Source: an optimization exercise on an open RTL-to-GDS flow (aim: small area, a short achievable clock period and few clock cycles per item). Production flows keep margins and buffers that such runs may drop. For this run, only the layout was checked, not whether the RTL still works.

===== flow/standard.sh =====
#!/bin/bash
# synth_recipe.tcl (not shown) runs the flow's synth.tcl, then flattens the netlist and writes it again
# the make line also repeats each setting of config.mk as NAME=value (left out here)
make -C /OpenROAD-flow-scripts/flow DESIGN_CONFIG=/design/flow/config.mk WORK_HOME=/design/flow/orfs CLKGATE_MAP_FILE= SYNTH_SCRIPT=/design/flow/synth_recipe.tcl "${@:-finish}"

===== flow/design.v =====
module Reconstructor(
    input enable,
    input CLK,
    input reset,
    input [7:0]height,
    input [7:0]width,
    input Vector_sig,
    input [7:0]mv_x,
    input [7:0]addr_x,
    input [7:0]mv_y,
    input [7:0]addr_y,
    output Nxt_block_sig,
    input [1:0]data_type,
    output [15:0]Tindex,
    input [5:0]pdi,
    output [15:0]index,
    output we,
    output [8:0]datax_out,
    output [8:0]datay_out,
    output [5:0]pdo
    );
localparam IDLE = 3'd0, WAIT = 3'd1, S1 = 3'd2, RD = 3'd3, TL = 3'd4, WR = 3'd5;
reg [2:0] state;
reg [15:0] N;             
reg [1:0] kN;             
reg [1:0] kP;             
reg pv;                   
reg tv;                   
reg [3:0] f;              
reg [4:0] preg;           
reg [1:0] btype;
reg [1:0] rx, ry;
reg ser;                  
always @(posedge CLK) begin
  rx <= mv_x[1:0];
  ry <= mv_y[1:0];
  ser <= (width == 8'd0) | (width == 8'd1) | (width == 8'd255);
end
wire hasx = |rx, hasy = |ry;
function [4:0] oa;
  input [1:0] k;
  input [1:0] rx, ry;
  reg [2:0] cx, cy;
  begin
    cx = k[0] ? {1'b0, rx} : (rx == 2'd0 ? 3'd4 : {1'b0, 2'd0 - rx});
    cy = k[1] ? {1'b0, ry} : (ry == 2'd0 ? 3'd4 : {1'b0, 2'd0 - ry});
    oa = cx * cy;
  end
endfunction
wire [4:0] oaN = oa(kN, rx, ry);
wire [4:0] pN = oaN + {btype, 2'b00};                           
wire [4:0] pN0 = oaN + {(tv ? btype : data_type), 2'b00};      
wire s_rd = (state == RD), s_tl = (state == TL), s_wr = (state == WR);
wire gt = {1'b0, preg} > pdi;
function [2:0] nextk;             
  input [1:0] k;
  input hx, hy;
  begin
    nextk[2] = (~k[0] & hx) | (~k[1] & hy);
    nextk[1:0] = (~k[0] & hx) ? {k[1], 1'b1} : 2'b10;
  end
endfunction
function [1:0] first;
  input [3:0] fl;
  first = fl[0] ? 2'd0 : fl[1] ? 2'd1 : fl[2] ? 2'd2 : 2'd3;
endfunction
function [2:0] target;
  input [2:0] st;
  input [1:0] k;
  input [3:0] fl;
  input sr, hx, hy;
  reg [2:0] n;
  begin
    n = nextk(k, hx, hy);
    target = {1'b0, k};
    case (st)
      S1: target = 3'd0;
      RD: if (n[2] & ~sr) target = {1'b0, n[1:0]};
      TL: if (|fl) target = {1'b0, first(fl)};
          else if (sr & n[2]) target = {1'b0, n[1:0]};
          else target = 3'b100;
      WR: if (|fl) target = {1'b0, first(fl)}; else target = 3'b100;
      default: target = 3'b100;
    endcase
  end
endfunction
wire [2:0] nk = nextk(kN, hasx, hasy);
wire nv = nk[2];
wire [3:0] fr = s_wr ? f & ~(4'b0001 << kN) : f;    
wire fany = |fr;
reg [2:0] ns;
always @(*)
  case (state)
    IDLE: ns = enable ? WAIT : IDLE;
    WAIT: ns = Vector_sig ? S1 : WAIT;
    S1:   ns = RD;
    RD:   ns = (~nv | ser) ? TL : RD;
    TL:   ns = fany ? WR : (ser & nv) ? RD : (~gt & Vector_sig) ? S1 : WAIT;
    WR:   ns = fany ? WR : WAIT;
    default: ns = IDLE;
  endcase
reg [3:0] fn;
always @(*) begin
  fn = f;
  case (state)
    S1: fn = 4'd0;
    RD: if (pv) fn[kP] = gt;
    WR: fn = fr;
    default: ;
  endcase
end
reg [1:0] tgt;
reg tmode;
wire [3:0] fnr = (ns == WR) ? fn & ~(4'b0001 << tgt) : fn;
wire [2:0] tn = target(ns, tgt, fnr, ser, hasx, hasy);
reg [7:0] ryc, rxc;
always @(posedge CLK) begin
  tgt <= tn[1:0];
  tmode <= tn[2];
  ryc <= addr_y + mv_y[7:2] + {7'd0, tn[1]};
  rxc <= addr_x + mv_x[7:2] + {7'd0, tn[0]};
end
wire [7:0] op = tmode ? addr_y : ryc;
wire [7:0] ax = tmode ? addr_x : rxc;
wire [15:0] r0 = {8'hFF, ~(width & {8{~op[0]}})};
wire s1, c2;
assign {c2, s1} = r0[5] + (op[1] & width[4]);
wire s3, c4;
assign {c4, s3} = r0[6] + (op[1] & width[5]) + (op[2] & width[4]);
wire s5, c6;
assign {c6, s5} = (op[3] & width[3]) + (op[4] & width[2]);
wire s7, c8;
assign {c8, s7} = r0[7] + (op[1] & width[6]) + (op[2] & width[5]);
wire s9, c10;
assign {c10, s9} = (op[3] & width[4]) + (op[4] & width[3]) + (op[5] & width[2]);
wire s11, c12;
assign {c12, s11} = (op[6] & width[1]) + (op[7] & width[0]);
wire s13, c14;
assign {c14, s13} = 1'b1 + (op[1] & width[7]) + (op[2] & width[6]);
wire s15, c16;
assign {c16, s15} = (op[3] & width[5]) + (op[4] & width[4]) + (op[5] & width[3]);
wire s17, c18;
assign {c18, s17} = (op[6] & width[2]) + (op[7] & width[1]);
wire s19, c20;
assign {c20, s19} = 1'b1 + (op[2] & width[7]) + (op[3] & width[6]);
wire s21, c22;
assign {c22, s21} = (op[4] & width[5]) + (op[5] & width[4]) + (op[6] & width[3]);
wire s23, c24;
assign {c24, s23} = 1'b1 + (op[3] & width[7]) + (op[4] & width[6]);
wire s25, c26;
assign {c26, s25} = r0[3] + (op[1] & width[2]);
wire s27, c28;
assign {c28, s27} = r0[4] + (op[1] & width[3]) + (op[2] & width[2]);
wire s29, c30;
assign {c30, s29} = (op[3] & width[1]) + (op[4] & width[0]);
wire s31, c32;
assign {c32, s31} = s1 + (op[2] & width[3]) + (op[3] & width[2]);
wire s33, c34;
assign {c34, s33} = (op[4] & width[1]) + (op[5] & width[0]) + ax[5];
wire s35, c36;
assign {c36, s35} = c2 + s3 + s5;
wire s37, c38;
assign {c38, s37} = (op[5] & width[1]) + (op[6] & width[0]) + ax[6];
wire s39, c40;
assign {c40, s39} = c4 + c6 + s7;
wire s41, c42;
assign {c42, s41} = s9 + s11 + ax[7];
wire s43, c44;
assign {c44, s43} = c8 + c10 + c12;
wire s45, c46;
assign {c46, s45} = s13 + s15 + s17;
wire s47, c48;
assign {c48, s47} = c14 + c16 + c18;
wire s49, c50;
assign {c50, s49} = s19 + s21 + (op[7] & width[2]);
wire s51, c52;
assign {c52, s51} = c20 + c22 + s23;
wire s53, c54;
assign {c54, s53} = (op[5] & width[5]) + (op[6] & width[4]) + (op[7] & width[3]);
wire s55, c56;
assign {c56, s55} = c24 + 1'b1 + (op[4] & width[7]);
wire s57, c58;
assign {c58, s57} = (op[5] & width[6]) + (op[6] & width[5]) + (op[7] & width[4]);
wire s59, c60;
assign {c60, s59} = 1'b1 + (op[5] & width[7]) + (op[6] & width[6]);
wire s61, c62;
assign {c62, s61} = r0[2] + (op[1] & width[1]);
wire s63, c64;
assign {c64, s63} = s25 + (op[2] & width[1]) + (op[3] & width[0]);
wire s65, c66;
assign {c66, s65} = c26 + s27 + s29;
wire s67, c68;
assign {c68, s67} = c28 + c30 + s31;
wire s69, c70;
assign {c70, s69} = c32 + c34 + s35;
wire s71, c72;
assign {c72, s71} = c36 + c38 + s39;
wire s73, c74;
assign {c74, s73} = c40 + c42 + s43;
wire s75, c76;
assign {c76, s75} = c44 + c46 + s47;
wire s77, c78;
assign {c78, s77} = c48 + c50 + s51;
wire s79, c80;
assign {c80, s79} = c52 + c54 + s55;
wire s81, c82;
assign {c82, s81} = c56 + c58 + s59;
wire s83, c84;
assign {c84, s83} = c60 + 1'b1 + (op[6] & width[7]);
wire s85, c86;
assign {c86, s85} = r0[1] + (op[1] & width[0]);
wire s87, c88;
assign {c88, s87} = s61 + (op[2] & width[0]) + ax[2];
wire s89, c90;
assign {c90, s89} = c62 + s63 + ax[3];
wire s91, c92;
assign {c92, s91} = c64 + s65 + ax[4];
wire s93, c94;
assign {c94, s93} = c66 + s67 + s33;
wire s95, c96;
assign {c96, s95} = c68 + s69 + s37;
wire s97, c98;
assign {c98, s97} = c70 + s71 + s41;
wire s99, c100;
assign {c100, s99} = c72 + s73 + s45;
wire s101, c102;
assign {c102, s101} = c74 + s75 + s49;
wire s103, c104;
assign {c104, s103} = c76 + s77 + s53;
wire s105, c106;
assign {c106, s105} = c78 + s79 + s57;
wire s107, c108;
assign {c108, s107} = c80 + s81 + (op[7] & width[5]);
wire s109, c110;
assign {c110, s109} = c82 + s83 + (op[7] & width[6]);
wire s111, c112;
assign {c112, s111} = c84 + 1'b1 + (op[7] & width[7]);
wire [15:0] ta = {c112, c110, c108, c106, c104, c102, c100, c98, c96, c94, c92, c90, c88, c86, s85, r0[0]};
wire [15:0] tb = {1'b1, s111, s109, s107, s105, s103, s101, s99, s97, s95, s93, s91, s89, s87, ax[1], ax[0]};
wire [15:0] M = ta + tb;
wire tl_done = s_tl & ~fany & ~(ser & nv);    
assign Nxt_block_sig = (state == WAIT) | (tl_done & ~gt);
assign Tindex = N;
assign index = N;
assign we = (s_tl & gt) | s_wr;
assign pdo = {1'b0, pN};
assign datax_out = {1'b0, mv_x};
assign datay_out = {1'b0, mv_y};
always @(posedge CLK or posedge reset)
  if (reset)
    state <= IDLE;
  else
    state <= ns;
always @(posedge CLK) begin
  N <= M;
  kN <= tgt;
  f <= fn;
  case (state)
    S1: begin pv <= 1'b0; tv <= 1'b0; end
    RD: begin
      kP <= kN; pv <= 1'b1;
      preg <= pN0;
      if (~tv) btype <= data_type;
      tv <= 1'b1;
    end
    TL: pv <= 1'b0;
    default: ;
  endcase
end
endmodule

===== flow/constraint.sdc =====
create_clock -name core_clock -period 11.0 [get_ports {CLK}]
set_input_delay 2.2000 -clock core_clock [delete_from_list [all_inputs] [get_ports {CLK}]]
set_output_delay 2.2000 -clock core_clock [all_outputs]
set_load 0.01 [all_outputs]

===== flow/config.mk =====
export PLATFORM = sky130hd
export DESIGN_NAME = Reconstructor
export DESIGN_NICKNAME = Reconstructor
export VERILOG_FILES = /design/flow/design.v
export SDC_FILE = /design/flow/constraint.sdc
export NUM_CORES = 4
export LEC_CHECK = 0
export ABC_CLOCK_PERIOD_IN_PS = 6000
export CAP_MARGIN = 20
export CORE_MARGIN = 2
export CORE_UTILIZATION = 40
export CTS_BUF_LIST = sky130_fd_sc_hd__clkbuf_8
export CTS_CLUSTER_SIZE = 30
export PLACE_DENSITY = 0.6
export SETUP_SLACK_MARGIN = 4.9
export SLEW_MARGIN = 20

===== flow/flow/run.sh =====
#!/bin/bash
# Standard layout, with every port buffered by sky130_fd_sc_hd__buf_1 and a
# clock tree of clkbuf_8 without dummy loads.
set -euo pipefail
export BUFFER_PORTS_ARGS="-buffer_cell sky130_fd_sc_hd__buf_1"
export CTS_ARGS="-sink_clustering_enable -repair_clock_nets -dont_use_dummy_load -buf_list sky130_fd_sc_hd__clkbuf_8 -sink_clustering_size 30 -sink_clustering_max_diameter 150"
bash standard.sh > standard.log 2>&1

==> notes.md <==
[flip-flops by register name, summed over array words and instances, names as in the netlist, 3 cells and up]
| name | count |
|---|---|
| f | 4 |
| state | 3 |
| preg | 5 |
| N | 16 |
| rxc | 8 |
| ryc | 8 |
[per-stage QoR]
step	std cells	util, %
floorplan	646	-
global placement	883	43.7
detailed placement	883	43.7
CTS	893	45.0
global route	901	46.2
finish	902	46.2
[layout make-up]
cell class	count	area share [%]
timing repair buffer	115	7.32
tap	180	3.48
antenna	1	0.0387
clock buffer	9	1.92
inverter	112	6.50
sequential	60	20.5
multi-input combinational	425	60.2
[synthesized netlist by cell type (all sizes together), types with 2 or more instances]
cell,n
inv,112
ha,56
fa,50
nand2,48
dfxtp,46
buf,41
nor2,35
nor2b,31
o21ai,27
a21oi,22
xnor2,18
and2,14
nor3,13
edfxtp,11
mux2,11
nand2b,11
mux2i,10
clkbuf,8
xor2,7
and3,5
nand3,5
nand4,5
a21boi,4
o32ai,4
dfrtp,3
o21bai,3
o31ai,3
or2,3
or3,3
a211oi,2
a31o,2
a31oi,2
a41o,2
nand4bb,2
nor4,2
o211ai,2
o21a,2
o32a,2
o41ai,2
[layer usage]
metal	share of wire, %	global-route usage (%)
met1	47	21.2
met3	5.4	3.25
met2	46	28.3
met4	1.6	6.60
met5	0	0
[worst reg2reg max path, delay by kind of cell (launching register included)]
family | cells | cell delay, ps
adder cells (fa/ha/maj) | 5 | 2030
flip-flops | 1 | 1050
multiplexers | 2 | 620
AO/OA/AOI/OAI | 3 | 550
AND/OR/NAND/NOR | 3 | 530
buffers and inverters | 5 | 310
[cells by family (layout without fill, tap and decap cells)]
group / Yosys count / in the layout / synth area share [%]
simple gates: 179 / 179 / 15.7
buf+inv: 161 / 236 / 12.9
fa+ha+maj: 106 / 106 / 29.5
compound gates: 91 / 91 / 11.2
flops: 60 / 60 / 23.0
xor+xnor: 25 / 25 / 3.80
mux: 21 / 21 / 3.88
other cells: 1 / 4 / 0.0650
[worst max path at each step]
stage / from / slack, ps / cells past startpoint / to
after global placement: addr_y[5] / 4370 / 16 / N[14]$_DFF_P_
after detailed placement: addr_y[4] / 4350 / 15 / N[14]$_DFF_P_
final: pdi[1] / 4980 / 10 / Nxt_block_sig
after global routing: pdi[1] / 4870 / 19 / rxc[7]$_DFF_P_
after floorplan: addr_y[0] / 4900 / 14 / N[14]$_DFF_P_
after CTS: addr_y[0] / 4900 / 15 / N[14]$_DFF_P_
[layout by cell type, fill, tap and decap left out, types with 4 or more instances in the layout]
master / instances
nor2_1: 34
nand2_1: 47
ha_1: 51
clkbuf_2: 5
and2_1: 12
nand2b_1: 11
nand4_1: 5
o21ai_0: 21
xnor2_1: 18
clkbuf_8: 9
inv_1: 108
nor3_1: 13
dfxtp_1: 46
a21boi_0: 4
buf_4: 9
mux2i_1: 5
edfxtp_1: 11
nand3_1: 5
xor2_1: 7
mux2_2: 8
buf_1: 100
a21oi_1: 22
fa_1: 50
nor2b_1: 31
and3_1: 5
ha_4: 4
inv_2: 4
[what timing repair did]
| item | 4_1_cts | 5_1_grt |
|---|---|---|
| pin swaps | 1 | 8 |
| resized for setup | 7 | 28 |
| buffers inserted | 1 | 8 |
| setup endpoints to repair | 5 | 6 |
| hold endpoints to repair | 0 | 0 |
==> impl_results.md <==
* Status: complete, no violations
* Final Max Slew Viols at 0
* Row Count at 43
* Area of the multi-input gates at 3890 um2
* Post-CTS Hold Fix Bufs at 0
* CP arrival at 3820 ps
* Tmin final at 6020 ps
* First-pass GRT wire length at 20,200 um
* Avg Synthesized Cell Area at 8.95 um2
* Synthesized flop and latch total at 60
* Fraction of layout cells with a size suffix above 1 at 9.71%
* DP Worst Slack at 4350 ps
* Ys Warns at 1
* Fillers at 1,370
* 1st-iter DRT viols at 263
* Largest cells by area after synthesis: fa_1 (17%), dfxtp_1 (16%), ha_1 (12%), inv_1 (7.2%), edfxtp_1 (5.7%)
* MaxCap Viol Count at 0
* Storage cell area at 1330 um2
* Type of the most critical hold path: reg -> reg
* Vias in the first global route at 4,602
* Routability cong. at 0.827
* RSZ-0062 raised after global routing: no
* ANT nets after route at 0
* Clock skew at 15.9 ps
* Sequential share of the synthesized area at 23.0%
* Crit path max fanout at 5
* FMAX at 166 MHz
* Final hold vios at 0
* DP HPWL at 9610 um
* Cell count after synthesis at 644
* Die Width at 124 um
* CTS Buf Count at 9
* Placed cell areas at 6120 um2
* 1st-pass router iterations at 4
* Critical Path, Cell by Cell: buf_1, inv_1, ha_1, and3_1, a31o_2, a211oi_4, nor2_2, nand3_1, a21oi_1, buf_1
* R2R cell count at 18
* Die Ht at 124 um
* Synth async-reset ratio at 5.00%
* Sink of the worst hold path: kN[0]$_DFF_P_
* Clock sinks at 60
* # setup viols final at 0
* Period utilization at 54.7%
* CP peak stage delay at 390 ps
* Die ar. at 15,400 um2
* Netlist Area Pre-Place at 5770 um2
* CTS root buf: clkbuf_8
* Pin count of the biggest net entering global routing at 17
* Slowest cell on the critical path: a211oi_4
* EDFF count, synth at 11
* Max_slew headroom at 26.1%
* Initial antenna violation count at 1
* Worst-path clk slew at 60 ps
* Yosys top cell by area: fa_1
* Worst EP required at 8800 ps
* Slew of the pin with the lowest slew margin at 1110 ps
* R2r startpoint: tmode$_DFF_P_
* Synth top area share at 17.4%
* CP delay by family, top: compound AO/OA/AOI/OAI gates
* Vias per inst at 4.92
* Top-level I/O count at 118
* Setup tns final at 0 ps
* Critical R2R Capture: N[14]$_DFF_P_
* CTS Buffer Depth at 2
* Design Area, Final at 6460 um2
* Final hold slack at 477 ps
* Total congestion overflow at 0
* Via count at 4,437
* Setup ws final at 4980 ps
* Worst-skew pair later-pin latency at 360 ps
* Routed len/inst at 12.9 um
* Top FF cell, synth: dfxtp_1
* Nets@finish at 889
* Hold Path Depth at 0
* CP dominant cell by count: buf_1
* Critical path class: in -> out
* CTS tree: yes
* Worst setup SP type: primary input
* Port Buffers at 106
* Initial cell density of the core at 41.2%
* Total track usage at 16.8%
* Total Wirelength at 11,700 um
* Core area at 14,000 um2
* Htree depth at 3
* Reg2reg setup slack at 5780 ps
* Drt drc at 0
* Crit path buf inv count at 3
* Worst Hold Launch: tgt[0]$_DFF_P_
* Crit end category: output pin
* Area growth syn-to-layout at 12.1%
* Yosys cell types at 61

re-timing with driven ports:
In the flow no input, the clock included, has a driving cell. The finished layout below was timed again as built, in two steps.
Step 1 assumes that a clkbuf_16 drives the clock port and a buf_2 every other input.
Step 2 times the ports against the registers' clock, not the clock port: input delays grow and output delays shrink by t, the midpoint of the rising clock arrivals with the driver on.
Slacks: no drivers / after step 1 / after step 2; pairs: no drivers / after step 1.
shift t [ns]: 0.390
setup WS [ns]: 4.984 / 4.960 / 4.664
hold slack, ns: 0.477 / 0.477 / 0.477
clock arrival spread, ns: 0.021 / 0.020
worst slew at a driven data input, ns: 0.06
After both steps this run still meets setup and hold. For this run, drivers alone change the setup slack by -0.024 ns; drivers and shift together by -0.320 ns.
